Background: an optimization exercise with open tools, aiming at small area, a short achievable clock period and few clock cycles per item. Do not read the settings as production practice. No functional check of the RTL was part of any run shown here.

## flow/design.v (module list and top-level ports; edited modules follow where they fit)
// module booth_multiplier: 77 lines
// module mul33: 3302 lines
// module fa: 4 lines
// module ha: 4 lines
module booth_multiplier(
	input			clk,
	input			rst_n,
	input [32:0]	data1,
	input [32:0]	data2,
	input			valid_i,
	output			ready_o,
	input			ready_i,
	output			valid_o,
	output [63:0] 	res
);
  // ...
==> flow/flow/run.sh <==
#!/bin/bash
# The standard layout (standard.sh) with extra ORFS make variables:
#  - port buffers use a plain buffer cell (buf_2) instead of the default choice
#  - flow/extra.txt, if present, holds one more VAR=VALUE per line
set -euo pipefail
ARGS=("BUFFER_PORTS_ARGS=-buffer_cell sky130_fd_sc_hd__buf_2")
if [[ -f flow/extra.txt ]]; then
  while read -r line; do [[ -n "$line" ]] && ARGS+=("$line"); done < flow/extra.txt
fi
bash standard.sh "${ARGS[@]}" finish > make.log 2>&1
==> flow/flow/extra.txt <==
SETUP_SLACK_MARGIN=24
==> flow/standard.sh <==
#!/bin/bash
# synth_recipe.tcl (not shown) runs the flow's synth.tcl, then flattens the netlist and writes it again
# the make line also repeats each setting of config.mk as NAME=value (left out here)
make -C /OpenROAD-flow-scripts/flow DESIGN_CONFIG=/design/flow/config.mk WORK_HOME=/design/flow/orfs CLKGATE_MAP_FILE= SYNTH_SCRIPT=/design/flow/synth_recipe.tcl "${@:-finish}"
==> flow/config.mk <==
export PLATFORM = sky130hd
export DESIGN_NAME = booth_multiplier
export DESIGN_NICKNAME = booth_multiplier
export VERILOG_FILES = /design/flow/design.v
export SDC_FILE = /design/flow/constraint.sdc
export NUM_CORES = 4
export LEC_CHECK = 0
export ABC_AREA = 1
export CAP_MARGIN = 20
export CELL_PAD_IN_SITES_DETAIL_PLACEMENT = 2
export CELL_PAD_IN_SITES_GLOBAL_PLACEMENT = 2
export CORE_MARGIN = 2
export CORE_UTILIZATION = 30
export PLACE_DENSITY = 0.5
export SLEW_MARGIN = 20
export SYNTH_HIERARCHICAL = 1
export SYNTH_MINIMUM_KEEP_SIZE = 0
==> flow/constraint.sdc <==
create_clock -name core_clock -period 32.0 [get_ports {clk}]
set_input_delay 6.4000 -clock core_clock [delete_from_list [all_inputs] [get_ports {clk}]]
set_output_delay 6.4000 -clock core_clock [all_outputs]
set_load 0.01 [all_outputs]
==> reports/metrics.csv, run 1 <==
stage;metric;value;unit
run_status;outcome;complete, no violations;
cells_and_area;fraction of area in multi-input gates;67.4;%
cells_and_area;area taken by flip-flops and latches;5840;um^2
synth;share of the synthesized area in the top cell type;33.5;%
clocking;worst skew pair latency;0.64;ns
min_path;min-delay src;s1[28];
setup_path;Worst Path Required;32.36;ns
floorplanning;initial core utilization;30.3;%
cells_and_area;fillers;10700;
sta;Final period util;24.1;%
sta;Fin. Hold Viols;0;
floorplanning;Row Count;115;
clocking;cts hold-fix bufs;0;
min_path;Hold Crit Depth;2;
sta;setup slack after layout;24.28;ns
detailed_routing;Max Used Layer;met5;
synth;Post-synth EDFFs;147;
setup_path;Slowest cell on crit path;inv_2;
run;max cap viols;0;
setup_path;Critical path destination;r[58];
cells_and_area;number of sequential cells;217;
detailed_routing;vias post-DR;24100;
global_route;total global routing overflow;0;
==> module booth_multiplier, before the edit <==
module booth_multiplier(
	input			clk,
	input			rst_n,
	input [32:0]	data1,
	input [32:0]	data2,
	input			valid_i,
	output			ready_o,
	input			ready_i,
	output			valid_o,
	output [63:0] 	res
);
	reg			va, vs, vr;
	reg			rdy, vo;	 
	reg [32:0]	a1, s1, s2;
	reg [16:0]	a_one, a_two;
	reg [15:0]	a_neg;
	reg [63:0]	r;
	wire [63:0]	prod;
	wire		r_free = ~vr | ready_i;
	wire		a_load = r_free | ~va;
	assign ready_o = rdy;
	assign valid_o = vo;
	assign res = r;
	wire [32:0]	b_in = vs ? s2 : data2;
	wire [34:0]	b_ext = {1'b0, b_in, 1'b0};
	wire [16:0]	e_one, e_two;
	wire [15:0]	e_neg;
	genvar j;
	generate
		for (j = 0; j < 17; j = j + 1) begin : enc
			assign e_one[j] = b_ext[2*j+1] ^ b_ext[2*j];
			assign e_two[j] = (b_ext[2*j+2] & ~b_ext[2*j+1] & ~b_ext[2*j]) |
			                  (~b_ext[2*j+2] & b_ext[2*j+1] & b_ext[2*j]);
			if (j < 16) begin : n
				assign e_neg[j] = b_ext[2*j+2];
			end
		end
	endgenerate
	always @(posedge clk or negedge rst_n) begin
		if (!rst_n) begin
			va <= 1'b0;
			vs <= 1'b0;
			vr <= 1'b0;
			rdy <= 1'b1;
			vo <= 1'b0;
		end else begin
			if (r_free) begin
				vr <= va;
				vo <= va;
			end
			if (a_load)
				va <= vs | valid_i;
			if (vs) begin
				vs <= ~r_free;
				rdy <= r_free;
			end else begin
				vs <= valid_i & ~a_load;
				rdy <= ~(valid_i & ~a_load);
			end
		end
	end
	always @(posedge clk) begin
		if (a_load) begin
			a1 <= vs ? s1 : data1;
			a_one <= e_one;
			a_two <= e_two;
			a_neg <= e_neg;
		end
		if (~vs) begin
			s1 <= data1;
			s2 <= data2;
		end
		if (r_free)
			r <= prod;
	end
	mul33 u_mul (.a(a1), .one(a_one), .two(a_two), .neg(a_neg), .p(prod));
endmodule
==> inputs of run 2 (changes only) <==
--- a/flow/design.v
+++ b/flow/design.v
@@ -13,16 +13,17 @@
 	reg			rdy, vo;	 
 	reg [32:0]	a1, s1, s2;
 	reg [16:0]	a_one, a_two;
 	reg [15:0]	a_neg;
 	reg [63:0]	r;
 	wire [63:0]	prod;
 	wire		r_free = ~vr | ready_i;
 	wire		a_load = r_free | ~va;
+	wire		acc = valid_i & rdy;
 	assign ready_o = rdy;
 	assign valid_o = vo;
 	assign res = r;
 	wire [32:0]	b_in = vs ? s2 : data2;
 	wire [34:0]	b_ext = {1'b0, b_in, 1'b0};
 	wire [16:0]	e_one, e_two;
 	wire [15:0]	e_neg;
 	genvar j;
@@ -44,23 +45,23 @@
 			rdy <= 1'b1;
 			vo <= 1'b0;
 		end else begin
 			if (r_free) begin
 				vr <= va;
 				vo <= va;
 			end
 			if (a_load)
-				va <= vs | valid_i;
+				va <= vs | acc;
 			if (vs) begin
 				vs <= ~r_free;
 				rdy <= r_free;
 			end else begin
-				vs <= valid_i & ~a_load;
-				rdy <= ~(valid_i & ~a_load);
+				vs <= acc & ~a_load;
+				rdy <= ~(acc & ~a_load);
 			end
 		end
 	end
 	always @(posedge clk) begin
 		if (a_load) begin
 			a1 <= vs ? s1 : data1;
 			a_one <= e_one;
 			a_two <= e_two;
@@ -2278,85 +2279,85 @@
 assign pp16_27 = (one[16] & a[27] | two[16] & a[26]);
 assign pp16_28 = (one[16] & a[28] | two[16] & a[27]);
 assign pp16_29 = (one[16] & a[29] | two[16] & a[28]);
 assign pp16_30 = (one[16] & a[30] | two[16] & a[29]);
 assign pp16_31 = (one[16] & a[31] | two[16] & a[30]);
 fa u_s1 (.a(neg[1]), .b(pp0_2), .ci(pp1_0), .s(s1), .co(c2));
 ha u_s3 (.a(pp0_3), .b(pp1_1), .s(s3), .co(c4));
 fa u_s5 (.a(neg[2]), .b(pp0_4), .ci(pp1_2), .s(s5), .co(c6));
-fa u_s7 (.a(pp2_0), .b(c4), .ci(s5), .s(s7), .co(c8));
+ha u_s7 (.a(pp2_0), .b(c4), .s(s7), .co(c8));
 fa u_s9 (.a(pp0_5), .b(pp1_3), .ci(pp2_1), .s(s9), .co(c10));
 ha u_s11 (.a(c6), .b(s9), .s(s11), .co(c12));
 fa u_s13 (.a(neg[3]), .b(pp0_6), .ci(pp1_4), .s(s13), .co(c14));
 fa u_s15 (.a(pp2_2), .b(pp3_0), .ci(c10), .s(s15), .co(c16));
-fa u_s17 (.a(s13), .b(c12), .ci(s15), .s(s17), .co(c18));
+ha u_s17 (.a(s13), .b(c12), .s(s17), .co(c18));
 fa u_s19 (.a(pp0_7), .b(pp1_5), .ci(pp2_3), .s(s19), .co(c20));
 fa u_s21 (.a(pp3_1), .b(c14), .ci(s19), .s(s21), .co(c22));
-fa u_s23 (.a(c16), .b(s21), .ci(c18), .s(s23), .co(c24));
+ha u_s23 (.a(c16), .b(s21), .s(s23), .co(c24));
 fa u_s25 (.a(neg[4]), .b(pp0_8), .ci(pp1_6), .s(s25), .co(c26));
 fa u_s27 (.a(pp2_4), .b(pp3_2), .ci(pp4_0), .s(s27), .co(c28));
 fa u_s29 (.a(c20), .b(s25), .ci(s27), .s(s29), .co(c30));
 ha u_s31 (.a(c22), .b(s29), .s(s31), .co(c32));
 fa u_s33 (.a(pp0_9), .b(pp1_7), .ci(pp2_5), .s(s33), .co(c34));
 fa u_s35 (.a(pp3_3), .b(pp4_1), .ci(c26), .s(s35), .co(c36));
 fa u_s37 (.a(c28), .b(s33), .ci(c30), .s(s37), .co(c38));
-fa u_s39 (.a(s35), .b(c32), .ci(s37), .s(s39), .co(c40));
+ha u_s39 (.a(s35), .b(c32), .s(s39), .co(c40));
 fa u_s41 (.a(neg[5]), .b(pp0_10), .ci(pp1_8), .s(s41), .co(c42));
 fa u_s43 (.a(pp2_6), .b(pp3_4), .ci(pp4_2), .s(s43), .co(c44));
 fa u_s45 (.a(pp5_0), .b(c34), .ci(s41), .s(s45), .co(c46));
 fa u_s47 (.a(s43), .b(c36), .ci(s45), .s(s47), .co(c48));
-fa u_s49 (.a(c38), .b(s47), .ci(c40), .s(s49), .co(c50));
+ha u_s49 (.a(c38), .b(s47), .s(s49), .co(c50));
 fa u_s51 (.a(pp0_11), .b(pp1_9), .ci(pp2_7), .s(s51), .co(c52));
 fa u_s53 (.a(pp3_5), .b(pp4_3), .ci(pp5_1), .s(s53), .co(c54));
 fa u_s55 (.a(c42), .b(c44), .ci(s51), .s(s55), .co(c56));
 fa u_s57 (.a(s53), .b(c46), .ci(s55), .s(s57), .co(c58));
 ha u_s59 (.a(c48), .b(s57), .s(s59), .co(c60));
 fa u_s61 (.a(neg[6]), .b(pp0_12), .ci(pp1_10), .s(s61), .co(c62));
 fa u_s63 (.a(pp2_8), .b(pp3_6), .ci(pp4_4), .s(s63), .co(c64));
 fa u_s65 (.a(pp5_2), .b(pp6_0), .ci(c52), .s(s65), .co(c66));
 fa u_s67 (.a(c54), .b(s61), .ci(s63), .s(s67), .co(c68));
 fa u_s69 (.a(c56), .b(s65), .ci(s67), .s(s69), .co(c70));
-fa u_s71 (.a(c58), .b(s69), .ci(c60), .s(s71), .co(c72));
+ha u_s71 (.a(c58), .b(s69), .s(s71), .co(c72));
 fa u_s73 (.a(pp0_13), .b(pp1_11), .ci(pp2_9), .s(s73), .co(c74));
 fa u_s75 (.a(pp3_7), .b(pp4_5), .ci(pp5_3), .s(s75), .co(c76));
 fa u_s77 (.a(pp6_1), .b(c62), .ci(c64), .s(s77), .co(c78));
 fa u_s79 (.a(s73), .b(s75), .ci(c66), .s(s79), .co(c80));
 fa u_s81 (.a(c68), .b(s77), .ci(s79), .s(s81), .co(c82));
-fa u_s83 (.a(c70), .b(s81), .ci(c72), .s(s83), .co(c84));
+ha u_s83 (.a(c70), .b(c72), .s(s83), .co(c84));
 fa u_s85 (.a(neg[7]), .b(pp0_14), .ci(pp1_12), .s(s85), .co(c86));
 fa u_s87 (.a(pp2_10), .b(pp3_8), .ci(pp4_6), .s(s87), .co(c88));
 fa u_s89 (.a(pp5_4), .b(pp6_2), .ci(pp7_0), .s(s89), .co(c90));
 fa u_s91 (.a(c74), .b(c76), .ci(s85), .s(s91), .co(c92));
 fa u_s93 (.a(s87), .b(s89), .ci(c78), .s(s93), .co(c94));
 fa u_s95 (.a(s91), .b(c80), .ci(s93), .s(s95), .co(c96));
 ha u_s97 (.a(c82), .b(s95), .s(s97), .co(c98));
 fa u_s99 (.a(pp0_15), .b(pp1_13), .ci(pp2_11), .s(s99), .co(c100));
 fa u_s101 (.a(pp3_9), .b(pp4_7), .ci(pp5_5), .s(s101), .co(c102));
 fa u_s103 (.a(pp6_3), .b(pp7_1), .ci(c86), .s(s103), .co(c104));
 fa u_s105 (.a(c88), .b(c90), .ci(s101), .s(s105), .co(c106));
 fa u_s107 (.a(s99), .b(c92), .ci(s103), .s(s107), .co(c108));
 fa u_s109 (.a(s105), .b(c94), .ci(s107), .s(s109), .co(c110));
-fa u_s111 (.a(c96), .b(s109), .ci(c98), .s(s111), .co(c112));
+ha u_s111 (.a(c96), .b(s109), .s(s111), .co(c112));
 fa u_s113 (.a(neg[8]), .b(pp0_16), .ci(pp1_14), .s(s113), .co(c114));
 fa u_s115 (.a(pp2_12), .b(pp3_10), .ci(pp4_8), .s(s115), .co(c116));
 fa u_s117 (.a(pp5_6), .b(pp6_4), .ci(pp7_2), .s(s117), .co(c118));
 fa u_s119 (.a(pp8_0), .b(c100), .ci(c102), .s(s119), .co(c120));
 fa u_s121 (.a(s113), .b(s115), .ci(s117), .s(s121), .co(c122));
 fa u_s123 (.a(c104), .b(c106), .ci(s119), .s(s123), .co(c124));
 fa u_s125 (.a(s121), .b(c108), .ci(s123), .s(s125), .co(c126));
 ha u_s127 (.a(c110), .b(s125), .s(s127), .co(c128));
 fa u_s129 (.a(pp0_17), .b(pp1_15), .ci(pp2_13), .s(s129), .co(c130));
 fa u_s131 (.a(pp3_11), .b(pp4_9), .ci(pp5_7), .s(s131), .co(c132));
 fa u_s133 (.a(pp6_5), .b(pp7_3), .ci(pp8_1), .s(s133), .co(c134));
 fa u_s135 (.a(c114), .b(c116), .ci(c118), .s(s135), .co(c136));
 fa u_s137 (.a(s129), .b(s131), .ci(s133), .s(s137), .co(c138));
 fa u_s139 (.a(c120), .b(c122), .ci(s135), .s(s139), .co(c140));
 fa u_s141 (.a(s137), .b(c124), .ci(s139), .s(s141), .co(c142));
-fa u_s143 (.a(c126), .b(s141), .ci(c128), .s(s143), .co(c144));
+ha u_s143 (.a(c126), .b(s141), .s(s143), .co(c144));
 fa u_s145 (.a(neg[9]), .b(pp0_18), .ci(pp1_16), .s(s145), .co(c146));
 fa u_s147 (.a(pp2_14), .b(pp3_12), .ci(pp4_10), .s(s147), .co(c148));
 fa u_s149 (.a(pp5_8), .b(pp6_6), .ci(pp7_4), .s(s149), .co(c150));
 fa u_s151 (.a(pp8_2), .b(pp9_0), .ci(c130), .s(s151), .co(c152));
 fa u_s153 (.a(c132), .b(c134), .ci(s145), .s(s153), .co(c154));
 fa u_s155 (.a(s147), .b(s149), .ci(c136), .s(s155), .co(c156));
 fa u_s157 (.a(c138), .b(s151), .ci(s153), .s(s157), .co(c158));
 fa u_s159 (.a(c140), .b(s155), .ci(s157), .s(s159), .co(c160));
@@ -2364,27 +2365,27 @@
 fa u_s163 (.a(pp0_19), .b(pp1_17), .ci(pp2_15), .s(s163), .co(c164));
 fa u_s165 (.a(pp3_13), .b(pp4_11), .ci(pp5_9), .s(s165), .co(c166));
 fa u_s167 (.a(pp6_7), .b(pp7_5), .ci(pp8_3), .s(s167), .co(c168));
 fa u_s169 (.a(pp9_1), .b(c146), .ci(c148), .s(s169), .co(c170));
 fa u_s171 (.a(c150), .b(s163), .ci(s165), .s(s171), .co(c172));
 fa u_s173 (.a(s167), .b(c152), .ci(c154), .s(s173), .co(c174));
 fa u_s175 (.a(s169), .b(s171), .ci(c156), .s(s175), .co(c176));
 fa u_s177 (.a(c158), .b(s173), .ci(s175), .s(s177), .co(c178));
-fa u_s179 (.a(c160), .b(c162), .ci(s177), .s(s179), .co(c180));
+ha u_s179 (.a(c160), .b(c162), .s(s179), .co(c180));
 fa u_s181 (.a(neg[10]), .b(pp0_20), .ci(pp10_0), .s(s181), .co(c182));
 fa u_s183 (.a(pp1_18), .b(pp2_16), .ci(pp3_14), .s(s183), .co(c184));
 fa u_s185 (.a(pp4_12), .b(pp5_10), .ci(pp6_8), .s(s185), .co(c186));
 fa u_s187 (.a(pp7_6), .b(pp8_4), .ci(pp9_2), .s(s187), .co(c188));
 fa u_s189 (.a(c164), .b(c166), .ci(c168), .s(s189), .co(c190));
 fa u_s191 (.a(s181), .b(s183), .ci(s185), .s(s191), .co(c192));
 fa u_s193 (.a(s187), .b(c170), .ci(c172), .s(s193), .co(c194));
 fa u_s195 (.a(s189), .b(s191), .ci(c174), .s(s195), .co(c196));
 fa u_s197 (.a(s193), .b(c176), .ci(s195), .s(s197), .co(c198));
-fa u_s199 (.a(c178), .b(s197), .ci(c180), .s(s199), .co(c200));
+ha u_s199 (.a(c178), .b(s197), .s(s199), .co(c200));
 fa u_s201 (.a(pp0_21), .b(pp10_1), .ci(pp1_19), .s(s201), .co(c202));
 fa u_s203 (.a(pp2_17), .b(pp3_15), .ci(pp4_13), .s(s203), .co(c204));
 fa u_s205 (.a(pp5_11), .b(pp6_9), .ci(pp7_7), .s(s205), .co(c206));
 fa u_s207 (.a(pp8_5), .b(pp9_3), .ci(c182), .s(s207), .co(c208));
 fa u_s209 (.a(c184), .b(c186), .ci(c188), .s(s209), .co(c210));
 fa u_s211 (.a(s201), .b(s203), .ci(s205), .s(s211), .co(c212));
 fa u_s213 (.a(c190), .b(c192), .ci(s207), .s(s213), .co(c214));
 fa u_s215 (.a(s209), .b(s211), .ci(c194), .s(s215), .co(c216));
@@ -2395,17 +2396,17 @@
 fa u_s225 (.a(pp3_16), .b(pp4_14), .ci(pp5_12), .s(s225), .co(c226));
 fa u_s227 (.a(pp6_10), .b(pp7_8), .ci(pp8_6), .s(s227), .co(c228));
 fa u_s229 (.a(pp9_4), .b(c202), .ci(c204), .s(s229), .co(c230));
 fa u_s231 (.a(c206), .b(s221), .ci(s223), .s(s231), .co(c232));
 fa u_s233 (.a(s225), .b(s227), .ci(c208), .s(s233), .co(c234));
 fa u_s235 (.a(c210), .b(c212), .ci(s229), .s(s235), .co(c236));
 fa u_s237 (.a(s231), .b(c214), .ci(s233), .s(s237), .co(c238));
 fa u_s239 (.a(s235), .b(c216), .ci(s237), .s(s239), .co(c240));
-fa u_s241 (.a(c218), .b(s239), .ci(c220), .s(s241), .co(c242));
+ha u_s241 (.a(c218), .b(s239), .s(s241), .co(c242));
 fa u_s243 (.a(pp0_23), .b(pp10_3), .ci(pp11_1), .s(s243), .co(c244));
 fa u_s245 (.a(pp1_21), .b(pp2_19), .ci(pp3_17), .s(s245), .co(c246));
 fa u_s247 (.a(pp4_15), .b(pp5_13), .ci(pp6_11), .s(s247), .co(c248));
 fa u_s249 (.a(pp7_9), .b(pp8_7), .ci(pp9_5), .s(s249), .co(c250));
 fa u_s251 (.a(c222), .b(c224), .ci(c226), .s(s251), .co(c252));
 fa u_s253 (.a(c228), .b(s243), .ci(s245), .s(s253), .co(c254));
 fa u_s255 (.a(s247), .b(s249), .ci(c230), .s(s255), .co(c256));
 fa u_s257 (.a(c232), .b(s251), .ci(s253), .s(s257), .co(c258));
@@ -2418,17 +2419,17 @@
 fa u_s271 (.a(pp5_14), .b(pp6_12), .ci(pp7_10), .s(s271), .co(c272));
 fa u_s273 (.a(pp8_8), .b(pp9_6), .ci(c244), .s(s273), .co(c274));
 fa u_s275 (.a(c246), .b(c248), .ci(c250), .s(s275), .co(c276));
 fa u_s277 (.a(s265), .b(s267), .ci(s269), .s(s277), .co(c278));
 fa u_s279 (.a(s271), .b(c252), .ci(c254), .s(s279), .co(c280));
 fa u_s281 (.a(s273), .b(s275), .ci(s277), .s(s281), .co(c282));
 fa u_s283 (.a(c256), .b(c258), .ci(s279), .s(s283), .co(c284));
 fa u_s285 (.a(s281), .b(c260), .ci(s283), .s(s285), .co(c286));
-fa u_s287 (.a(c262), .b(s285), .ci(c264), .s(s287), .co(c288));
+ha u_s287 (.a(c262), .b(s285), .s(s287), .co(c288));
 fa u_s289 (.a(pp0_25), .b(pp10_5), .ci(pp11_3), .s(s289), .co(c290));
 fa u_s291 (.a(pp12_1), .b(pp1_23), .ci(pp2_21), .s(s291), .co(c292));
 fa u_s293 (.a(pp3_19), .b(pp4_17), .ci(pp5_15), .s(s293), .co(c294));
 fa u_s295 (.a(pp6_13), .b(pp7_11), .ci(pp8_9), .s(s295), .co(c296));
 fa u_s297 (.a(pp9_7), .b(c266), .ci(c268), .s(s297), .co(c298));
 fa u_s299 (.a(c270), .b(c272), .ci(s289), .s(s299), .co(c300));
 fa u_s301 (.a(s291), .b(s293), .ci(s295), .s(s301), .co(c302));
 fa u_s303 (.a(c274), .b(c276), .ci(c278), .s(s303), .co(c304));
@@ -2443,44 +2444,44 @@
 fa u_s321 (.a(pp7_12), .b(pp8_10), .ci(pp9_8), .s(s321), .co(c322));
 fa u_s323 (.a(c290), .b(c292), .ci(c294), .s(s323), .co(c324));
 fa u_s325 (.a(c296), .b(s313), .ci(s315), .s(s325), .co(c326));
 fa u_s327 (.a(s317), .b(s319), .ci(s321), .s(s327), .co(c328));
 fa u_s329 (.a(c298), .b(c300), .ci(c302), .s(s329), .co(c330));
 fa u_s331 (.a(s323), .b(s325), .ci(s327), .s(s331), .co(c332));
 fa u_s333 (.a(c304), .b(c306), .ci(s329), .s(s333), .co(c334));
 fa u_s335 (.a(s331), .b(c308), .ci(s333), .s(s335), .co(c336));
-fa u_s337 (.a(c310), .b(s335), .ci(c312), .s(s337), .co(c338));
+ha u_s337 (.a(c310), .b(s335), .s(s337), .co(c338));
 fa u_s339 (.a(pp0_27), .b(pp10_7), .ci(pp11_5), .s(s339), .co(c340));
 fa u_s341 (.a(pp12_3), .b(pp13_1), .ci(pp1_25), .s(s341), .co(c342));
 fa u_s343 (.a(pp2_23), .b(pp3_21), .ci(pp4_19), .s(s343), .co(c344));
 fa u_s345 (.a(pp5_17), .b(pp6_15), .ci(pp7_13), .s(s345), .co(c346));
 fa u_s347 (.a(pp8_11), .b(pp9_9), .ci(c314), .s(s347), .co(c348));
 fa u_s349 (.a(c316), .b(c318), .ci(c320), .s(s349), .co(c350));
 fa u_s351 (.a(c322), .b(s339), .ci(s341), .s(s351), .co(c352));
 fa u_s353 (.a(s343), .b(s345), .ci(c324), .s(s353), .co(c354));
 fa u_s355 (.a(c326), .b(c328), .ci(s347), .s(s355), .co(c356));
 fa u_s357 (.a(s349), .b(s351), .ci(c330), .s(s357), .co(c358));
 fa u_s359 (.a(s353), .b(c332), .ci(s355), .s(s359), .co(c360));
-fa u_s361 (.a(c334), .b(s357), .ci(s359), .s(s361), .co(c362));
+fa u_s361 (.a(s357), .b(c334), .ci(s359), .s(s361), .co(c362));
 ha u_s363 (.a(c336), .b(s361), .s(s363), .co(c364));
 fa u_s365 (.a(neg[14]), .b(pp0_28), .ci(pp10_8), .s(s365), .co(c366));
 fa u_s367 (.a(pp11_6), .b(pp12_4), .ci(pp13_2), .s(s367), .co(c368));
 fa u_s369 (.a(pp14_0), .b(pp1_26), .ci(pp2_24), .s(s369), .co(c370));
 fa u_s371 (.a(pp3_22), .b(pp4_20), .ci(pp5_18), .s(s371), .co(c372));
 fa u_s373 (.a(pp6_16), .b(pp7_14), .ci(pp8_12), .s(s373), .co(c374));
 fa u_s375 (.a(pp9_10), .b(c340), .ci(c342), .s(s375), .co(c376));
 fa u_s377 (.a(c344), .b(c346), .ci(s365), .s(s377), .co(c378));
 fa u_s379 (.a(s367), .b(s369), .ci(s371), .s(s379), .co(c380));
 fa u_s381 (.a(s373), .b(c348), .ci(c350), .s(s381), .co(c382));
 fa u_s383 (.a(c352), .b(s375), .ci(s377), .s(s383), .co(c384));
 fa u_s385 (.a(s379), .b(c354), .ci(c356), .s(s385), .co(c386));
 fa u_s387 (.a(s381), .b(s383), .ci(c358), .s(s387), .co(c388));
-fa u_s389 (.a(c360), .b(s385), .ci(s387), .s(s389), .co(c390));
-fa u_s391 (.a(c362), .b(c364), .ci(s389), .s(s391), .co(c392));
+fa u_s389 (.a(s385), .b(c360), .ci(s387), .s(s389), .co(c390));
+ha u_s391 (.a(c362), .b(c364), .s(s391), .co(c392));
 fa u_s393 (.a(pp0_29), .b(pp10_9), .ci(pp11_7), .s(s393), .co(c394));
 fa u_s395 (.a(pp12_5), .b(pp13_3), .ci(pp14_1), .s(s395), .co(c396));
 fa u_s397 (.a(pp1_27), .b(pp2_25), .ci(pp3_23), .s(s397), .co(c398));
 fa u_s399 (.a(pp4_21), .b(pp5_19), .ci(pp6_17), .s(s399), .co(c400));
 fa u_s401 (.a(pp7_15), .b(pp8_13), .ci(pp9_11), .s(s401), .co(c402));
 fa u_s403 (.a(c366), .b(c368), .ci(c370), .s(s403), .co(c404));
 fa u_s405 (.a(c372), .b(c374), .ci(s393), .s(s405), .co(c406));
 fa u_s407 (.a(s395), .b(s397), .ci(s399), .s(s407), .co(c408));
@@ -2499,17 +2500,17 @@
 fa u_s433 (.a(c396), .b(c398), .ci(c400), .s(s433), .co(c434));
 fa u_s435 (.a(c402), .b(s421), .ci(s423), .s(s435), .co(c436));
 fa u_s437 (.a(s425), .b(s427), .ci(s429), .s(s437), .co(c438));
 fa u_s439 (.a(c404), .b(c406), .ci(c408), .s(s439), .co(c440));
 fa u_s441 (.a(s431), .b(s433), .ci(s435), .s(s441), .co(c442));
 fa u_s443 (.a(s437), .b(c410), .ci(c412), .s(s443), .co(c444));
 fa u_s445 (.a(s439), .b(s441), .ci(c414), .s(s445), .co(c446));
 fa u_s447 (.a(s443), .b(c416), .ci(s445), .s(s447), .co(c448));
-fa u_s449 (.a(c418), .b(s447), .ci(c420), .s(s449), .co(c450));
+ha u_s449 (.a(c418), .b(s447), .s(s449), .co(c450));
 fa u_s451 (.a(pp0_31), .b(pp10_11), .ci(pp11_9), .s(s451), .co(c452));
 fa u_s453 (.a(pp12_7), .b(pp13_5), .ci(pp14_3), .s(s453), .co(c454));
 fa u_s455 (.a(pp15_1), .b(pp1_29), .ci(pp2_27), .s(s455), .co(c456));
 fa u_s457 (.a(pp3_25), .b(pp4_23), .ci(pp5_21), .s(s457), .co(c458));
 fa u_s459 (.a(pp6_19), .b(pp7_17), .ci(pp8_15), .s(s459), .co(c460));
 fa u_s461 (.a(pp9_13), .b(c422), .ci(c424), .s(s461), .co(c462));
 fa u_s463 (.a(c426), .b(c428), .ci(c430), .s(s463), .co(c464));
 fa u_s465 (.a(s451), .b(s453), .ci(s455), .s(s465), .co(c466));
@@ -2528,17 +2529,17 @@
 fa u_s491 (.a(pp8_16), .b(pp9_14), .ci(c452), .s(s491), .co(c492));
 fa u_s493 (.a(c454), .b(c456), .ci(c458), .s(s493), .co(c494));
 fa u_s495 (.a(c460), .b(s481), .ci(s483), .s(s495), .co(c496));
 fa u_s497 (.a(s485), .b(s487), .ci(s489), .s(s497), .co(c498));
 fa u_s499 (.a(c462), .b(c464), .ci(c466), .s(s499), .co(c500));
 fa u_s501 (.a(s491), .b(s493), .ci(s495), .s(s501), .co(c502));
 fa u_s503 (.a(s497), .b(c468), .ci(c470), .s(s503), .co(c504));
 fa u_s505 (.a(c472), .b(s499), .ci(s501), .s(s505), .co(c506));
-fa u_s507 (.a(c474), .b(s503), .ci(s505), .s(s507), .co(c508));
+fa u_s507 (.a(s503), .b(c474), .ci(s505), .s(s507), .co(c508));
 fa u_s509 (.a(c476), .b(s507), .ci(c478), .s(s509), .co(c510));
 assign s511 = ~(pp0_33 ^ pp10_13);
 assign c512 = pp0_33 | pp10_13;
 fa u_s513 (.a(pp11_11), .b(pp12_9), .ci(pp13_7), .s(s513), .co(c514));
 fa u_s515 (.a(pp14_5), .b(pp15_3), .ci(pp16_1), .s(s515), .co(c516));
 fa u_s517 (.a(pp1_31), .b(pp2_29), .ci(pp3_27), .s(s517), .co(c518));
 fa u_s519 (.a(pp4_25), .b(pp5_23), .ci(pp6_21), .s(s519), .co(c520));
 fa u_s521 (.a(pp7_19), .b(pp8_17), .ci(pp9_15), .s(s521), .co(c522));
@@ -2563,31 +2564,31 @@
 fa u_s557 (.a(c518), .b(c520), .ci(c522), .s(s557), .co(c558));
 fa u_s559 (.a(s545), .b(s547), .ci(s549), .s(s559), .co(c560));
 fa u_s561 (.a(s551), .b(s553), .ci(c524), .s(s561), .co(c562));
 fa u_s563 (.a(c526), .b(c528), .ci(s555), .s(s563), .co(c564));
 fa u_s565 (.a(s557), .b(s559), .ci(c530), .s(s565), .co(c566));
 fa u_s567 (.a(c532), .b(s561), .ci(c534), .s(s567), .co(c568));
 fa u_s569 (.a(s563), .b(s565), .ci(c536), .s(s569), .co(c570));
 fa u_s571 (.a(s567), .b(c538), .ci(s569), .s(s571), .co(c572));
-fa u_s573 (.a(c540), .b(s571), .ci(c542), .s(s573), .co(c574));
+ha u_s573 (.a(c540), .b(s571), .s(s573), .co(c574));
 fa u_s575 (.a(pp10_15), .b(pp11_13), .ci(pp12_11), .s(s575), .co(c576));
 fa u_s577 (.a(pp13_9), .b(pp14_7), .ci(pp15_5), .s(s577), .co(c578));
 fa u_s579 (.a(pp16_3), .b(pp1_33), .ci(pp2_31), .s(s579), .co(c580));
 fa u_s581 (.a(pp3_29), .b(pp4_27), .ci(pp5_25), .s(s581), .co(c582));
 fa u_s583 (.a(pp6_23), .b(pp7_21), .ci(pp8_19), .s(s583), .co(c584));
 fa u_s585 (.a(pp9_17), .b(c544), .ci(c546), .s(s585), .co(c586));
 fa u_s587 (.a(c548), .b(c550), .ci(c552), .s(s587), .co(c588));
 fa u_s589 (.a(s575), .b(s577), .ci(s579), .s(s589), .co(c590));
 fa u_s591 (.a(s581), .b(s583), .ci(c554), .s(s591), .co(c592));
 fa u_s593 (.a(c556), .b(c558), .ci(c560), .s(s593), .co(c594));
 fa u_s595 (.a(s585), .b(s587), .ci(s589), .s(s595), .co(c596));
 fa u_s597 (.a(s591), .b(c562), .ci(c564), .s(s597), .co(c598));
 fa u_s599 (.a(s593), .b(s595), .ci(c566), .s(s599), .co(c600));
-fa u_s601 (.a(c568), .b(s597), .ci(s599), .s(s601), .co(c602));
+fa u_s601 (.a(s597), .b(c568), .ci(s599), .s(s601), .co(c602));
 fa u_s603 (.a(c570), .b(s601), .ci(c572), .s(s603), .co(c604));
 assign s605 = ~(pp10_16 ^ pp11_14);
 assign c606 = pp10_16 | pp11_14;
 fa u_s607 (.a(pp12_12), .b(pp13_10), .ci(pp14_8), .s(s607), .co(c608));
 fa u_s609 (.a(pp15_6), .b(pp16_4), .ci(pp2_32), .s(s609), .co(c610));
 fa u_s611 (.a(pp3_30), .b(pp4_28), .ci(pp5_26), .s(s611), .co(c612));
 fa u_s613 (.a(pp6_24), .b(pp7_22), .ci(pp8_20), .s(s613), .co(c614));
 fa u_s615 (.a(pp9_18), .b(s605), .ci(c576), .s(s615), .co(c616));
@@ -2607,33 +2608,33 @@
 fa u_s643 (.a(pp7_23), .b(pp8_21), .ci(pp9_19), .s(s643), .co(c644));
 fa u_s645 (.a(c606), .b(c608), .ci(c610), .s(s645), .co(c646));
 fa u_s647 (.a(c612), .b(c614), .ci(s635), .s(s647), .co(c648));
 fa u_s649 (.a(s637), .b(s639), .ci(s641), .s(s649), .co(c650));
 fa u_s651 (.a(s643), .b(c616), .ci(c618), .s(s651), .co(c652));
 fa u_s653 (.a(c620), .b(s645), .ci(s647), .s(s653), .co(c654));
 fa u_s655 (.a(s649), .b(c622), .ci(c624), .s(s655), .co(c656));
 fa u_s657 (.a(s651), .b(s653), .ci(c626), .s(s657), .co(c658));
-fa u_s659 (.a(c628), .b(s655), .ci(s657), .s(s659), .co(c660));
+fa u_s659 (.a(s655), .b(c628), .ci(s657), .s(s659), .co(c660));
 fa u_s661 (.a(c630), .b(s659), .ci(c632), .s(s661), .co(c662));
 assign s663 = ~(pp10_18 ^ pp11_16);
 assign c664 = pp10_18 | pp11_16;
 fa u_s665 (.a(pp12_14), .b(pp13_12), .ci(pp14_10), .s(s665), .co(c666));
 fa u_s667 (.a(pp15_8), .b(pp16_6), .ci(pp3_32), .s(s667), .co(c668));
 fa u_s669 (.a(pp4_30), .b(pp5_28), .ci(pp6_26), .s(s669), .co(c670));
 fa u_s671 (.a(pp7_24), .b(pp8_22), .ci(pp9_20), .s(s671), .co(c672));
 fa u_s673 (.a(s663), .b(c636), .ci(c638), .s(s673), .co(c674));
 fa u_s675 (.a(c640), .b(c642), .ci(c644), .s(s675), .co(c676));
 fa u_s677 (.a(s665), .b(s667), .ci(s669), .s(s677), .co(c678));
 fa u_s679 (.a(s671), .b(c646), .ci(c648), .s(s679), .co(c680));
 fa u_s681 (.a(c650), .b(s673), .ci(s675), .s(s681), .co(c682));
 fa u_s683 (.a(s677), .b(c652), .ci(c654), .s(s683), .co(c684));
 fa u_s685 (.a(s679), .b(s681), .ci(c656), .s(s685), .co(c686));
 fa u_s687 (.a(s683), .b(c658), .ci(s685), .s(s687), .co(c688));
-fa u_s689 (.a(c660), .b(s687), .ci(c662), .s(s689), .co(c690));
+ha u_s689 (.a(c660), .b(s687), .s(s689), .co(c690));
 fa u_s691 (.a(pp10_19), .b(pp11_17), .ci(pp12_15), .s(s691), .co(c692));
 fa u_s693 (.a(pp13_13), .b(pp14_11), .ci(pp15_9), .s(s693), .co(c694));
 fa u_s695 (.a(pp16_7), .b(pp3_33), .ci(pp4_31), .s(s695), .co(c696));
 fa u_s697 (.a(pp5_29), .b(pp6_27), .ci(pp7_25), .s(s697), .co(c698));
 fa u_s699 (.a(pp8_23), .b(pp9_21), .ci(c664), .s(s699), .co(c700));
 fa u_s701 (.a(c666), .b(c668), .ci(c670), .s(s701), .co(c702));
 fa u_s703 (.a(c672), .b(s691), .ci(s693), .s(s703), .co(c704));
 fa u_s705 (.a(s695), .b(s697), .ci(s699), .s(s705), .co(c706));
@@ -2685,18 +2686,18 @@
 fa u_s793 (.a(pp13_17), .b(pp14_15), .ci(pp15_13), .s(s793), .co(c794));
 fa u_s795 (.a(pp16_11), .b(pp5_33), .ci(pp6_31), .s(s795), .co(c796));
 fa u_s797 (.a(pp7_29), .b(pp8_27), .ci(pp9_25), .s(s797), .co(c798));
 fa u_s799 (.a(c768), .b(c770), .ci(c772), .s(s799), .co(c800));
 fa u_s801 (.a(c774), .b(s791), .ci(s793), .s(s801), .co(c802));
 fa u_s803 (.a(s795), .b(s797), .ci(c776), .s(s803), .co(c804));
 fa u_s805 (.a(c778), .b(c780), .ci(s799), .s(s805), .co(c806));
 fa u_s807 (.a(s801), .b(c782), .ci(s803), .s(s807), .co(c808));
-fa u_s809 (.a(c784), .b(s805), .ci(c786), .s(s809), .co(c810));
-fa u_s811 (.a(s807), .b(c788), .ci(s809), .s(s811), .co(c812));
+fa u_s809 (.a(c784), .b(s805), .ci(s807), .s(s809), .co(c810));
+fa u_s811 (.a(c786), .b(s809), .ci(c788), .s(s811), .co(c812));
 assign s813 = ~(pp10_24 ^ pp11_22);
 assign c814 = pp10_24 | pp11_22;
 fa u_s815 (.a(pp12_20), .b(pp13_18), .ci(pp14_16), .s(s815), .co(c816));
 fa u_s817 (.a(pp15_14), .b(pp16_12), .ci(pp6_32), .s(s817), .co(c818));
 fa u_s819 (.a(pp7_30), .b(pp8_28), .ci(pp9_26), .s(s819), .co(c820));
 fa u_s821 (.a(s813), .b(c792), .ci(c794), .s(s821), .co(c822));
 fa u_s823 (.a(c796), .b(c798), .ci(s815), .s(s823), .co(c824));
 fa u_s825 (.a(s817), .b(s819), .ci(c800), .s(s825), .co(c826));
@@ -2719,17 +2720,17 @@
 fa u_s857 (.a(pp12_22), .b(pp13_20), .ci(pp14_18), .s(s857), .co(c858));
 fa u_s859 (.a(pp15_16), .b(pp16_14), .ci(pp7_32), .s(s859), .co(c860));
 fa u_s861 (.a(pp8_30), .b(pp9_28), .ci(s855), .s(s861), .co(c862));
 fa u_s863 (.a(c836), .b(c838), .ci(c840), .s(s863), .co(c864));
 fa u_s865 (.a(s857), .b(s859), .ci(c842), .s(s865), .co(c866));
 fa u_s867 (.a(s861), .b(c844), .ci(c846), .s(s867), .co(c868));
 fa u_s869 (.a(s863), .b(s865), .ci(c848), .s(s869), .co(c870));
 fa u_s871 (.a(s867), .b(c850), .ci(s869), .s(s871), .co(c872));
-fa u_s873 (.a(c852), .b(s871), .ci(c854), .s(s873), .co(c874));
+ha u_s873 (.a(c852), .b(s871), .s(s873), .co(c874));
 fa u_s875 (.a(pp10_27), .b(pp11_25), .ci(pp12_23), .s(s875), .co(c876));
 fa u_s877 (.a(pp13_21), .b(pp14_19), .ci(pp15_17), .s(s877), .co(c878));
 fa u_s879 (.a(pp16_15), .b(pp7_33), .ci(pp8_31), .s(s879), .co(c880));
 fa u_s881 (.a(pp9_29), .b(c856), .ci(c858), .s(s881), .co(c882));
 fa u_s883 (.a(c860), .b(s875), .ci(s877), .s(s883), .co(c884));
 fa u_s885 (.a(s879), .b(c862), .ci(c864), .s(s885), .co(c886));
 fa u_s887 (.a(s881), .b(s883), .ci(c866), .s(s887), .co(c888));
 fa u_s889 (.a(c868), .b(s885), .ci(s887), .s(s889), .co(c890));
@@ -2762,25 +2763,25 @@
 fa u_s939 (.a(s935), .b(c922), .ci(s937), .s(s939), .co(c940));
 ha u_s941 (.a(c924), .b(s939), .s(s941), .co(c942));
 fa u_s943 (.a(pp10_31), .b(pp11_29), .ci(pp12_27), .s(s943), .co(c944));
 fa u_s945 (.a(pp13_25), .b(pp14_23), .ci(pp15_21), .s(s945), .co(c946));
 fa u_s947 (.a(pp16_19), .b(pp9_33), .ci(c928), .s(s947), .co(c948));
 fa u_s949 (.a(c930), .b(c932), .ci(s943), .s(s949), .co(c950));
 fa u_s951 (.a(s945), .b(s947), .ci(c934), .s(s951), .co(c952));
 fa u_s953 (.a(c936), .b(s949), .ci(c938), .s(s953), .co(c954));
-fa u_s955 (.a(s951), .b(c940), .ci(s953), .s(s955), .co(c956));
+fa u_s955 (.a(s951), .b(s953), .ci(c940), .s(s955), .co(c956));
 assign s957 = ~(pp10_32 ^ pp11_30);
 assign c958 = pp10_32 | pp11_30;
 fa u_s959 (.a(pp12_28), .b(pp13_26), .ci(pp14_24), .s(s959), .co(c960));
 fa u_s961 (.a(pp15_22), .b(pp16_20), .ci(s957), .s(s961), .co(c962));
 fa u_s963 (.a(c944), .b(c946), .ci(s959), .s(s963), .co(c964));
 fa u_s965 (.a(c948), .b(s961), .ci(c950), .s(s965), .co(c966));
 fa u_s967 (.a(s963), .b(c952), .ci(s965), .s(s967), .co(c968));
-fa u_s969 (.a(c954), .b(s967), .ci(c956), .s(s969), .co(c970));
+ha u_s969 (.a(c954), .b(s967), .s(s969), .co(c970));
 fa u_s971 (.a(pp10_33), .b(pp11_31), .ci(pp12_29), .s(s971), .co(c972));
 fa u_s973 (.a(pp13_27), .b(pp14_25), .ci(pp15_23), .s(s973), .co(c974));
 fa u_s975 (.a(pp16_21), .b(c958), .ci(c960), .s(s975), .co(c976));
 fa u_s977 (.a(s971), .b(s973), .ci(c962), .s(s977), .co(c978));
 fa u_s979 (.a(c964), .b(s975), .ci(s977), .s(s979), .co(c980));
 fa u_s981 (.a(c966), .b(s979), .ci(c968), .s(s981), .co(c982));
 assign s983 = ~(pp11_32 ^ pp12_30);
 assign c984 = pp11_32 | pp12_30;
@@ -2817,126 +2818,126 @@
 fa u_s1039 (.a(pp16_28), .b(s1037), .ci(c1032), .s(s1039), .co(c1040));
 ha u_s1041 (.a(c1034), .b(s1039), .s(s1041), .co(c1042));
 fa u_s1043 (.a(pp14_33), .b(pp15_31), .ci(pp16_29), .s(s1043), .co(c1044));
 fa u_s1045 (.a(c1038), .b(s1043), .ci(c1040), .s(s1045), .co(c1046));
 assign s1047 = ~(pp15_32 ^ pp16_30);
 assign c1048 = pp15_32 | pp16_30;
 ha u_s1049 (.a(s1047), .b(c1044), .s(s1049), .co(c1050));
 fa u_s1051 (.a(pp15_33), .b(pp16_31), .ci(c1048), .s(s1051), .co(c1052));
-wire [63:0] x = {c1050, s1049, c1042, s1041, c1030, s1029, c1014, s1013, c994, s993, s981, s969, c942, s941, c910, s909, s891, s873, c834, s833, c790, s789, c742, s741, s715, s689, c634, s633, s603, s573, s541, c480, s479, s449, s419, s391, s363, s337, s311, s287, s263, s241, s219, s199, s179, s161, s143, s127, s111, s97, s83, s71, s59, s49, s39, s31, s23, s17, s11, s7, s3, s1, pp0_1, neg[0]};
-wire [63:0] y = {s1051, c1046, s1045, c1036, s1035, c1022, s1021, c1004, s1003, c982, c970, 1'b0, s955, c926, s925, c892, c874, 1'b0, s853, c812, s811, c766, s765, c716, c690, 1'b0, s661, c604, c574, 1'b0, c510, s509, c450, 1'b0, c392, 1'b0, c338, 1'b0, c288, 1'b0, c242, 1'b0, c200, 1'b0, 1'b0, c144, 1'b0, c112, 1'b0, c84, 1'b0, 1'b0, c50, 1'b0, 1'b0, c24, 1'b0, 1'b0, c8, 1'b0, c2, 1'b0, 1'b0, pp0_0};
+wire [63:0] x = {s1051, s1049, c1042, s1041, c1030, s1029, c1014, s1013, c994, s993, c970, s969, c942, s941, c910, s909, c874, s873, c834, s833, c790, s789, c742, s741, c690, s689, c634, s633, c574, c542, s541, c480, c450, c420, c392, s389, c338, c312, c288, c264, c242, c220, c200, c180, s177, c144, c128, c112, c98, c84, s81, c60, c50, c40, s37, c24, c18, s15, c8, s5, s3, s1, pp0_1, neg[0]};
+wire [63:0] y = {c1050, c1046, s1045, c1036, s1035, c1022, s1021, c1004, s1003, c982, s981, c956, s955, c926, s925, c892, s891, c854, s853, c812, s811, c766, s765, c716, s715, c662, s661, c604, s603, s573, c510, s509, s479, s449, s419, s391, s363, s337, s311, s287, s263, s241, s219, s199, s179, s161, s143, s127, s111, s97, s83, s71, s59, s49, s39, s31, s23, s17, s11, s7, c2, 1'b0, 1'b0, pp0_0};
 wire ag0, ap0;
 assign ag0 = neg[0] & pp0_0; assign ap0 = neg[0] ^ pp0_0;
 wire ag1, ap1;
 assign ag1 = 1'b0; assign ap1 = pp0_1;
 wire ag2, ap2;
 assign ag2 = 1'b0; assign ap2 = s1;
 wire ag3, ap3;
 assign ag3 = s3 & c2; assign ap3 = s3 ^ c2;
 wire ag4, ap4;
-assign ag4 = 1'b0; assign ap4 = s7;
+assign ag4 = s5 & s7; assign ap4 = s5 ^ s7;
 wire ag5, ap5;
-assign ag5 = s11 & c8; assign ap5 = s11 ^ c8;
+assign ag5 = c8 & s11; assign ap5 = c8 ^ s11;
 wire ag6, ap6;
-assign ag6 = 1'b0; assign ap6 = s17;
+assign ag6 = s15 & s17; assign ap6 = s15 ^ s17;
 wire ag7, ap7;
-assign ag7 = 1'b0; assign ap7 = s23;
+assign ag7 = c18 & s23; assign ap7 = c18 ^ s23;
 wire ag8, ap8;
-assign ag8 = s31 & c24; assign ap8 = s31 ^ c24;
+assign ag8 = c24 & s31; assign ap8 = c24 ^ s31;
 wire ag9, ap9;
-assign ag9 = 1'b0; assign ap9 = s39;
+assign ag9 = s37 & s39; assign ap9 = s37 ^ s39;
 wire ag10, ap10;
-assign ag10 = 1'b0; assign ap10 = s49;
+assign ag10 = c40 & s49; assign ap10 = c40 ^ s49;
 wire ag11, ap11;
-assign ag11 = s59 & c50; assign ap11 = s59 ^ c50;
+assign ag11 = c50 & s59; assign ap11 = c50 ^ s59;
 wire ag12, ap12;
-assign ag12 = 1'b0; assign ap12 = s71;
+assign ag12 = c60 & s71; assign ap12 = c60 ^ s71;
 wire ag13, ap13;
-assign ag13 = 1'b0; assign ap13 = s83;
+assign ag13 = s81 & s83; assign ap13 = s81 ^ s83;
 wire ag14, ap14;
-assign ag14 = s97 & c84; assign ap14 = s97 ^ c84;
+assign ag14 = c84 & s97; assign ap14 = c84 ^ s97;
 wire ag15, ap15;
-assign ag15 = 1'b0; assign ap15 = s111;
+assign ag15 = c98 & s111; assign ap15 = c98 ^ s111;
 wire ag16, ap16;
-assign ag16 = s127 & c112; assign ap16 = s127 ^ c112;
+assign ag16 = c112 & s127; assign ap16 = c112 ^ s127;
 wire ag17, ap17;
-assign ag17 = 1'b0; assign ap17 = s143;
+assign ag17 = c128 & s143; assign ap17 = c128 ^ s143;
 wire ag18, ap18;
-assign ag18 = s161 & c144; assign ap18 = s161 ^ c144;
+assign ag18 = c144 & s161; assign ap18 = c144 ^ s161;
 wire ag19, ap19;
-assign ag19 = 1'b0; assign ap19 = s179;
+assign ag19 = s177 & s179; assign ap19 = s177 ^ s179;
 wire ag20, ap20;
-assign ag20 = 1'b0; assign ap20 = s199;
+assign ag20 = c180 & s199; assign ap20 = c180 ^ s199;
 wire ag21, ap21;
-assign ag21 = s219 & c200; assign ap21 = s219 ^ c200;
+assign ag21 = c200 & s219; assign ap21 = c200 ^ s219;
 wire ag22, ap22;
-assign ag22 = 1'b0; assign ap22 = s241;
+assign ag22 = c220 & s241; assign ap22 = c220 ^ s241;
 wire ag23, ap23;
-assign ag23 = s263 & c242; assign ap23 = s263 ^ c242;
+assign ag23 = c242 & s263; assign ap23 = c242 ^ s263;
 wire ag24, ap24;
-assign ag24 = 1'b0; assign ap24 = s287;
+assign ag24 = c264 & s287; assign ap24 = c264 ^ s287;
 wire ag25, ap25;
-assign ag25 = s311 & c288; assign ap25 = s311 ^ c288;
+assign ag25 = c288 & s311; assign ap25 = c288 ^ s311;
 wire ag26, ap26;
-assign ag26 = 1'b0; assign ap26 = s337;
+assign ag26 = c312 & s337; assign ap26 = c312 ^ s337;
 wire ag27, ap27;
-assign ag27 = s363 & c338; assign ap27 = s363 ^ c338;
+assign ag27 = c338 & s363; assign ap27 = c338 ^ s363;
 wire ag28, ap28;
-assign ag28 = 1'b0; assign ap28 = s391;
+assign ag28 = s389 & s391; assign ap28 = s389 ^ s391;
 wire ag29, ap29;
-assign ag29 = s419 & c392; assign ap29 = s419 ^ c392;
+assign ag29 = c392 & s419; assign ap29 = c392 ^ s419;
 wire ag30, ap30;
-assign ag30 = 1'b0; assign ap30 = s449;
+assign ag30 = c420 & s449; assign ap30 = c420 ^ s449;
 wire ag31, ap31;
-assign ag31 = s479 & c450; assign ap31 = s479 ^ c450;
+assign ag31 = c450 & s479; assign ap31 = c450 ^ s479;
 wire ag32, ap32;
 assign ag32 = c480 & s509; assign ap32 = c480 ^ s509;
 wire ag33, ap33;
 assign ag33 = s541 & c510; assign ap33 = s541 ^ c510;
 wire ag34, ap34;
-assign ag34 = 1'b0; assign ap34 = s573;
+assign ag34 = c542 & s573; assign ap34 = c542 ^ s573;
 wire ag35, ap35;
-assign ag35 = s603 & c574; assign ap35 = s603 ^ c574;
+assign ag35 = c574 & s603; assign ap35 = c574 ^ s603;
 wire ag36, ap36;
 assign ag36 = s633 & c604; assign ap36 = s633 ^ c604;
 wire ag37, ap37;
 assign ag37 = c634 & s661; assign ap37 = c634 ^ s661;
 wire ag38, ap38;
-assign ag38 = 1'b0; assign ap38 = s689;
+assign ag38 = s689 & c662; assign ap38 = s689 ^ c662;
 wire ag39, ap39;
-assign ag39 = s715 & c690; assign ap39 = s715 ^ c690;
+assign ag39 = c690 & s715; assign ap39 = c690 ^ s715;
 wire ag40, ap40;
 assign ag40 = s741 & c716; assign ap40 = s741 ^ c716;
 wire ag41, ap41;
 assign ag41 = c742 & s765; assign ap41 = c742 ^ s765;
 wire ag42, ap42;
 assign ag42 = s789 & c766; assign ap42 = s789 ^ c766;
 wire ag43, ap43;
 assign ag43 = c790 & s811; assign ap43 = c790 ^ s811;
 wire ag44, ap44;
 assign ag44 = s833 & c812; assign ap44 = s833 ^ c812;
 wire ag45, ap45;
 assign ag45 = c834 & s853; assign ap45 = c834 ^ s853;
 wire ag46, ap46;
-assign ag46 = 1'b0; assign ap46 = s873;
+assign ag46 = s873 & c854; assign ap46 = s873 ^ c854;
 wire ag47, ap47;
-assign ag47 = s891 & c874; assign ap47 = s891 ^ c874;
+assign ag47 = c874 & s891; assign ap47 = c874 ^ s891;
 wire ag48, ap48;
 assign ag48 = s909 & c892; assign ap48 = s909 ^ c892;
 wire ag49, ap49;
 assign ag49 = c910 & s925; assign ap49 = c910 ^ s925;
 wire ag50, ap50;
 assign ag50 = s941 & c926; assign ap50 = s941 ^ c926;
 wire ag51, ap51;
 assign ag51 = c942 & s955; assign ap51 = c942 ^ s955;
 wire ag52, ap52;
-assign ag52 = 1'b0; assign ap52 = s969;
+assign ag52 = s969 & c956; assign ap52 = s969 ^ c956;
 wire ag53, ap53;
-assign ag53 = s981 & c970; assign ap53 = s981 ^ c970;
+assign ag53 = c970 & s981; assign ap53 = c970 ^ s981;
 wire ag54, ap54;
 assign ag54 = s993 & c982; assign ap54 = s993 ^ c982;
 wire ag55, ap55;
 assign ag55 = c994 & s1003; assign ap55 = c994 ^ s1003;
 wire ag56, ap56;
 assign ag56 = s1013 & c1004; assign ap56 = s1013 ^ c1004;
 wire ag57, ap57;
 assign ag57 = c1014 & s1021; assign ap57 = c1014 ^ s1021;
@@ -2946,17 +2947,17 @@
 assign ag59 = c1030 & s1035; assign ap59 = c1030 ^ s1035;
 wire ag60, ap60;
 assign ag60 = s1041 & c1036; assign ap60 = s1041 ^ c1036;
 wire ag61, ap61;
 assign ag61 = c1042 & s1045; assign ap61 = c1042 ^ s1045;
 wire ag62, ap62;
 assign ag62 = s1049 & c1046; assign ap62 = s1049 ^ c1046;
 wire ag63, ap63;
-assign ag63 = c1050 & s1051; assign ap63 = c1050 ^ s1051;
+assign ag63 = s1051 & c1050; assign ap63 = s1051 ^ c1050;
 wire bg1, bp1;
 assign bg1 = ag1 | (ap1 & ag0);
 assign bp1 = ap1 & ap0;
 wire bg2, bp2;
 assign bg2 = ag3 | (ap3 & ag2);
 assign bp2 = ap3 & ap2;
 wire bg3, bp3;
 assign bg3 = ag5 | (ap5 & ag4);
removed: flow/flow/extra.txt
==> run 2 against run 1 <==
  * Global-route usage down 0.68 points
  * Hold slack better by 0.0032 ns
  * Critical endpoint is now ready_o
  * Largest cell class unchanged
  * Area after synthesis up 1.2%
  * Count of clock-buffer cells in the layout down 5
  * Still clean
  * Critical path type is now reg2out
  * Fmax up 0.56%
==> reports/metrics.csv, run 2 <==
stage;metric;value;unit;change
floorplanning;core area;100000;um^2;
min_path;type of the tightest min-delay check;reg2reg;;
sta;Max Fclk;130;MHz;
setup_path;Worst Path Required;25.60;ns;-6.76 ns
synth;Synth top cells by count;xor2_1, o22ai_1, fa_1;;
floorplanning;Die X;322;um;
cells_and_area;Final Net Count;3694;;
cells_and_area;leading cell type in the layout, fill and taps excluded;xor2_1;;
clocking;Root Buffer;clkbuf_16;;
clocking;CTS tree;done;;
detailed_routing;ANT nets after route;0;;
clocking;CTS Sinks;217;;
floorplanning;Vert. Die Dim;322;um;
sta;worst slew pin tran;1.14;ns;
sta;WHS;0.456;ns;
global_route;vias in the first global route;27900;;
global_route;largest net degree at the start of global routing;98;;
cells_and_area;design area;33200;um^2;
sta;Fin. Hold Viols;0;;unchanged
detailed_routing;vias post-DR;24300;;+0.77%
cells_and_area;most flop-heavy register;r;;
synth;Mean Syn Cell Area;9.98;um^2;
global_route;initial antenna violation count;0;;
detailed_routing;Routed WL per cell;30.5;um;
cells_and_area;n_diodes;0;;
cells_and_area;max FFs per register;64;;
cells_and_area;Syn-to-layout area delta;9.36;%;
synth;Most used DFF post-synth;edfxtp_1;;
cells_and_area;non-filler cells, final;4328;;
floorplanning;Row Count;116;;+0.87%
sta;RSZ-0062 raised after global routing;false;;
placement;dpl hpwl;86500;um;
run;max cap viols;0;;unchanged
synth;share of the synthesized area in the top cell type;32.7;%;-0.80 points
sta;Post-Route Setup TNS;0;ns;
setup_path;crit start category;flop;;
run_status;outcome;complete, no violations;;
synth;top post-synthesis cells by area;fa_1, xor2_1, edfxtp_1;;
global_route;first-pass GRT wire length;194000;um;
placement;Routability Congestion;0.815;;
placement;placed insts;4272;;
synth;Seq/Total Area, Yosys;19.2;%;
global_route;GR Util All Layers;25.4;%;
synth;Post-synth EDFFs;147;;unchanged
synth;post-synth top area cell;fa_1;;
cells_and_area;share of layout cells above drive strength 1;12.2;%;
setup_path;crit-path max FO;2;;
sta;Period minus WS final;7.68;ns;
setup_path;Critical path buffers and inverters;1;;
placement;Area after DPL;32100;um^2;
clocking;clock slew at reported path FFs;0.06;ns;
clocking;clock tree buffer depth;3;;
synth;Synth Register Bits;217;;
sta;Slew headroom;23.9;%;
synth;Synth async-reset ratio;1.84;%;
clocking;cts hold-fix bufs;0;;unchanged
detailed_routing;first drt pass iteration count;7;;
floorplanning;initial core utilization;30.3;%;-0.067 points
detailed_routing;WL final;132000;um;
setup_path;worst path cell trace;buf_2;;
placement;Buffers on Ports;135;;
setup_path;Crit Path Category;reg2out;;
sta;Final period util;24.0;%;-0.13 points
floorplanning;Die ar.;104000;um^2;
detailed_routing;DRC;0;;
clocking;post-CTS sizing;0;;
setup_path;Slowest cell on crit path;dfstp_2;;
sta;final slew viol count;0;;
synth;Cells after Synth;3039;;
synth;Synthesis Warnings;7;;
setup_path;Worst Path Arrival;1.28;ns;
sta;skew final;0.0353;ns;
cells_and_area;commonest cells after routing, fill and taps aside;xor2_1, o22ai_1, fa_1;;
floorplanning;IO Pins;136;;
sta;setup violators final;0;;
setup_path;Largest stage delay, worst path;0.53;ns;
global_route;total global routing overflow;0;;unchanged
detailed_routing;initial DRC count;1422;;
synth;Yosys cell types;39;;
detailed_routing;post-DR vias/cell;5.62;;
synth;count leader, synth;xor2_1;;
clocking;TritonCTS Buffers;30;;
clocking;worst skew pair latency;0.63;ns;about the same
synth;Cell Area, Synth;30300;um^2;
clocking;H-tree level count;1;;
clocking;Post-CTS Setup Inserts;0;;
setup_path;Reg2Reg Setup Slack;24.52;ns;
setup_path;crit end category;primary output;;
setup_path;Top Family by Delay on Critical Path;flip-flops;;
run 2: cell types whose count changed in the layout (fill, tap and decap cells not counted), moves of 8 or more:
cell / change
a31o_2: +8
nand2_2: -12
clkinv_1: -16
ha_1: +26
inv_2: +26
nand2_1: +21
run 2: layout make-up:
| cell class | instances | area (um^2) |
|---|---|---|
| timing repair buffer | 221 | 1330 |
| multi-input combinational | 2313 | 22400 |
| clock inverter | 17 | 206 |
| tap | 1298 | 1620 |
| fill | 10900 | 67000 |
| inverter | 223 | 843 |
| sequential | 217 | 5840 |
| clock buffer | 39 | 878 |
run 2: worst paths after layout:
| path | to | startpoint | cells after the start |
|---|---|---|---|
| max in group asynchronous | rdy | rst_n | 1 |
| max | ready_o | rdy | 1 |
| min | s1[4] | s1[4] | 2 |
| min in group asynchronous | vo | rst_n | 1 |
| max reg2reg | r[63] | a_one[15] | 25 |
| min reg2reg | s1[4] | s1[4] | 2 |
run 2: cell families after synthesis:
logic type / after synthesis / synth area share, %
flip-flops: 217 / 19.2
XOR/XNOR: 575 / 16.6
adder cells (fa/ha/maj): 618 / 37.8
AO/OA/AOI/OAI: 607 / 12.6
AND/OR/NAND/NOR: 513 / 7.00
buffers and inverters: 509 / 6.77
run 2: Yosys stat by module (local to each module, per instance):
module            times used  flops+latches  cells inside
mul33                      1              0          1835
booth_multiplier           1            217           694
fa                       465              0             1
ha                        45              0             1
run 2: layer usage:
layer	part of all wire, %	global-route usage (%)
met5	0	0
met4	2.9	7.45
met3	5.5	3.29
met2	47	41.7
met1	45	35.0
run 2: through the flow:
stage / util (%) / setup WS (ns)
after floorplan: - / 23.22
after global placement: 32.0 / 23.99
after detailed placement: 32.0 / 23.93
after CTS: 33.1 / 24.24
after global routing: 33.1 / 24.22
final: 33.1 / 24.32
==> inputs of run 3 (changes only) <==
--- a/flow/design.v
+++ b/flow/design.v
@@ -10,7 +10,7 @@
 	output [63:0] 	res
 );
 	reg			va, vs, vr;
-	reg			rdy, vo;	 
+	reg			nrdy, vo;	 
 	reg [32:0]	a1, s1, s2;
 	reg [16:0]	a_one, a_two;
 	reg [15:0]	a_neg;
@@ -18,8 +18,8 @@
 	wire [63:0]	prod;
 	wire		r_free = ~vr | ready_i;
 	wire		a_load = r_free | ~va;
-	wire		acc = valid_i & rdy;
-	assign ready_o = rdy;
+	wire		acc = valid_i & ~vs;
+	assign ready_o = ~nrdy;
 	assign valid_o = vo;
 	assign res = r;
 	wire [32:0]	b_in = vs ? s2 : data2;
@@ -42,7 +42,7 @@
 			va <= 1'b0;
 			vs <= 1'b0;
 			vr <= 1'b0;
-			rdy <= 1'b1;
+			nrdy <= 1'b0;
 			vo <= 1'b0;
 		end else begin
 			if (r_free) begin
@@ -53,10 +53,10 @@
 				va <= vs | acc;
 			if (vs) begin
 				vs <= ~r_free;
-				rdy <= r_free;
+				nrdy <= ~r_free;
 			end else begin
 				vs <= acc & ~a_load;
-				rdy <= ~(acc & ~a_load);
+				nrdy <= acc & ~a_load;
 			end
 		end
 	end
==> flow/flow/extra.txt (new file) <==
REMOVE_ABC_BUFFERS=1
==> run 3 against run 2 <==
  * Global-route usage decreased by 0.11 points
  * Clock skew increased by 0.0023 ns
  * Synthesized cell count about the same
  * First-iteration DRC count decreased by 1.6%
  * Final cell count about the same
  * Sequential cell count decreased by 1
  * Count of clock-buffer cells in the layout decreased by 2
  * Utilization decreased by 0.12 points
==> reports/metrics.csv, run 3 <==
stage;metric;value;unit;change
run_status;outcome;complete, no violations;;
detailed_routing;vias post-DR;24100;;-0.77%
clocking;CTS Sinks;216;;-0.46%
sta;Post-Route Setup TNS;0;ns;unchanged
synth;Synthesis Warnings;7;;unchanged
clocking;Post-CTS Setup Inserts;0;;unchanged
sta;Final period util;25.8;%;+1.8 points
synth;Synth Area in Simple Gates;7.02;%;+0.024 points
sta;Fin. Hold Viols;0;;unchanged
floorplanning;core area;100000;um^2;unchanged
clocking;clock tree buffer depth;3;;unchanged
synth;main combinational cell family by area after synthesis;adder cells;;
detailed_routing;ANT nets after route;0;;unchanged
setup_path;Top Family by Delay on Critical Path;flip-flops;;
clocking;H-tree level count;1;;unchanged
sta;Max Fclk;121;MHz;-7.0%
min_path;Hold Crit Depth;2;;unchanged
clocking;CTS tree;done;;
setup_path;worst path cell trace;inv_6, buf_2;;
floorplanning;Die ar.;104000;um^2;-0.11%
setup_path;crit start category;flop;;
detailed_routing;WL final;131000;um;-1.2%
cells_and_area;Syn-to-layout area delta;9.09;%;
setup_path;worst r2r dst;r[58];;
clocking;cts hold-fix bufs;0;;unchanged
setup_path;Reg2Reg Setup Slack;24.41;ns;-0.11 ns
cells_and_area;commonest cells after routing, fill and taps aside;xor2_1, o22ai_1, fa_1;;
sta;Slew headroom;26.2;%;+2.2 points
floorplanning;Vert. Die Dim;322;um;about the same
synth;share of the synthesized area in the top cell type;32.7;%;+0.035 points
floorplanning;Die X;322;um;about the same
synth;Yosys cell types;38;;-2.6%
global_route;vias in the first global route;28500;;+2.0%
clocking;worst skew pair latency;0.64;ns;about the same
synth;multiplexer share of the synthesized area;0;%;unchanged
cells_and_area;n_diodes;0;;unchanged
detailed_routing;DRC;0;;unchanged
setup_path;crit-path max FO;47;;+45
global_route;first-pass GRT wire length;193000;um;-0.46%
synth;count leader, synth;xor2_1;;
cells_and_area;max FFs per register;64;;unchanged
clocking;TritonCTS Buffers;29;;-3.3%
placement;Area after DPL;32100;um^2;about the same
synth;Most used DFF post-synth;edfxtp_1;;
sta;RSZ-0062 raised after global routing;false;;
placement;dpl hpwl;85300;um;-1.3%
-- run 3: worst max path at each step --
stage	from	to	cells past startpoint
after floorplan	ready_i	a1[0]	2
after global placement	ready_i	r[30]	4
after detailed placement	ready_i	r[30]	4
after CTS	vs	ready_o	2
after global routing	vs	ready_o	2
final	vs	ready_o	2
-- run 3: stage by stage --
stage	setup WS (ns)	hold WS, ns	cells
after CTS	23.64	0.459	4331
after global placement	23.95	0.432	4277
after floorplan	22.64	0.414	2751
after global routing	23.56	0.478	4331
after detailed placement	23.91	0.443	4277
final	23.75	0.452	4331
-- run 3: kinds of logic (layout without fill, tap and decap cells) --
| logic type | Yosys count | in the layout |
|---|---|---|
| adder cells (fa/ha/maj) | 618 | 618 |
| buffers and inverters | 508 | 504 |
| flip-flops | 216 | 216 |
| AO/OA/AOI/OAI | 605 | 605 |
| XOR/XNOR | 575 | 575 |
| AND/OR/NAND/NOR | 515 | 515 |
-- run 3: final cells by class --
cell class	instances	area, um^2	share of cell area, %
clock buffer	37	817	2.47
multi-input combinational	2313	22500	67.9
tap	1298	1620	4.91
timing repair buffer	228	1370	4.16
sequential	216	5810	17.6
inverter	222	838	2.54
clock inverter	17	129	0.390
-- run 3: per-module statistics from Yosys (local to each module, per instance) --
module | copies in the design | cell area [um^2] | flip-flops and latches | cells inside
mul33 | 1 | 12600 | 0 | 1835
booth_multiplier | 1 | 7770 | 216 | 692
fa | 465 | 20.0 | 0 | 1
ha | 45 | 12.5 | 0 | 1
-- run 3: worst reg2reg max path, stage by stage (launching register included) --
cell      delay, ns
edfxtp_1       1.07
buf_4          0.61
xor2_1         0.19
fa_1           0.47
fa_1           0.42
fa_1           0.47
fa_1           0.40
fa_1           0.47
fa_1           0.43
fa_1           0.49
ha_1           0.37
nand4_1        0.39
inv_1          0.16
nand2_1        0.08
nand2_1        0.20
a21oi_2        0.11
nand2_4        0.15
nand2_2        0.07
nand2_2        0.11
inv_2          0.07
o21ai_1        0.16
fa_1           0.45
-- run 3: layer usage --
| layer | global-route usage, % | up-vias | wire length (um) |
|---|---|---|---|
| met5 | 0 | - | 0 |
| met4 | 7.12 | 0 | 3620 |
| met3 | 2.92 | 198 | 6010 |
| met2 | 44.9 | 722 | 65500 |
| met1 | 32.3 | 13100 | 55400 |
| li1 | - | 10100 | - |

==> static timing again, ports no longer ideal <==
The results above use ideal ports. As a check the final layouts listed here were re-extracted and re-timed, cells and wires unchanged. Step 1 (the two cells are an assumption about what drives the block):
set clk [get_ports {clk}]
set_driving_cell -lib_cell sky130_fd_sc_hd__clkbuf_16 $clk
set_driving_cell -lib_cell sky130_fd_sc_hd__buf_2 [delete_from_list [all_inputs] $clk]
Step 2, shift: input delay + t, output delay - t, t = (earliest + latest rising clock arrival at the registers) / 2. This alone moves slack from input paths to output paths. Three values: no drivers, after step 1, after step 2; two values: the first two.
run	shift t [ns]	setup slack, ns	cell pins on the clock port's net
run 1	0.700	24.281 / 24.255 / 23.915	1
run 2	0.678	24.323 / 24.256 / 23.963	1
run 3	0.697	23.749 / 23.675 / 23.966	1
After both steps setup and hold are still met in every run listed. For run 1, which loses most, drivers alone change the setup slack by -0.026 ns; drivers and shift together by -0.366 ns.
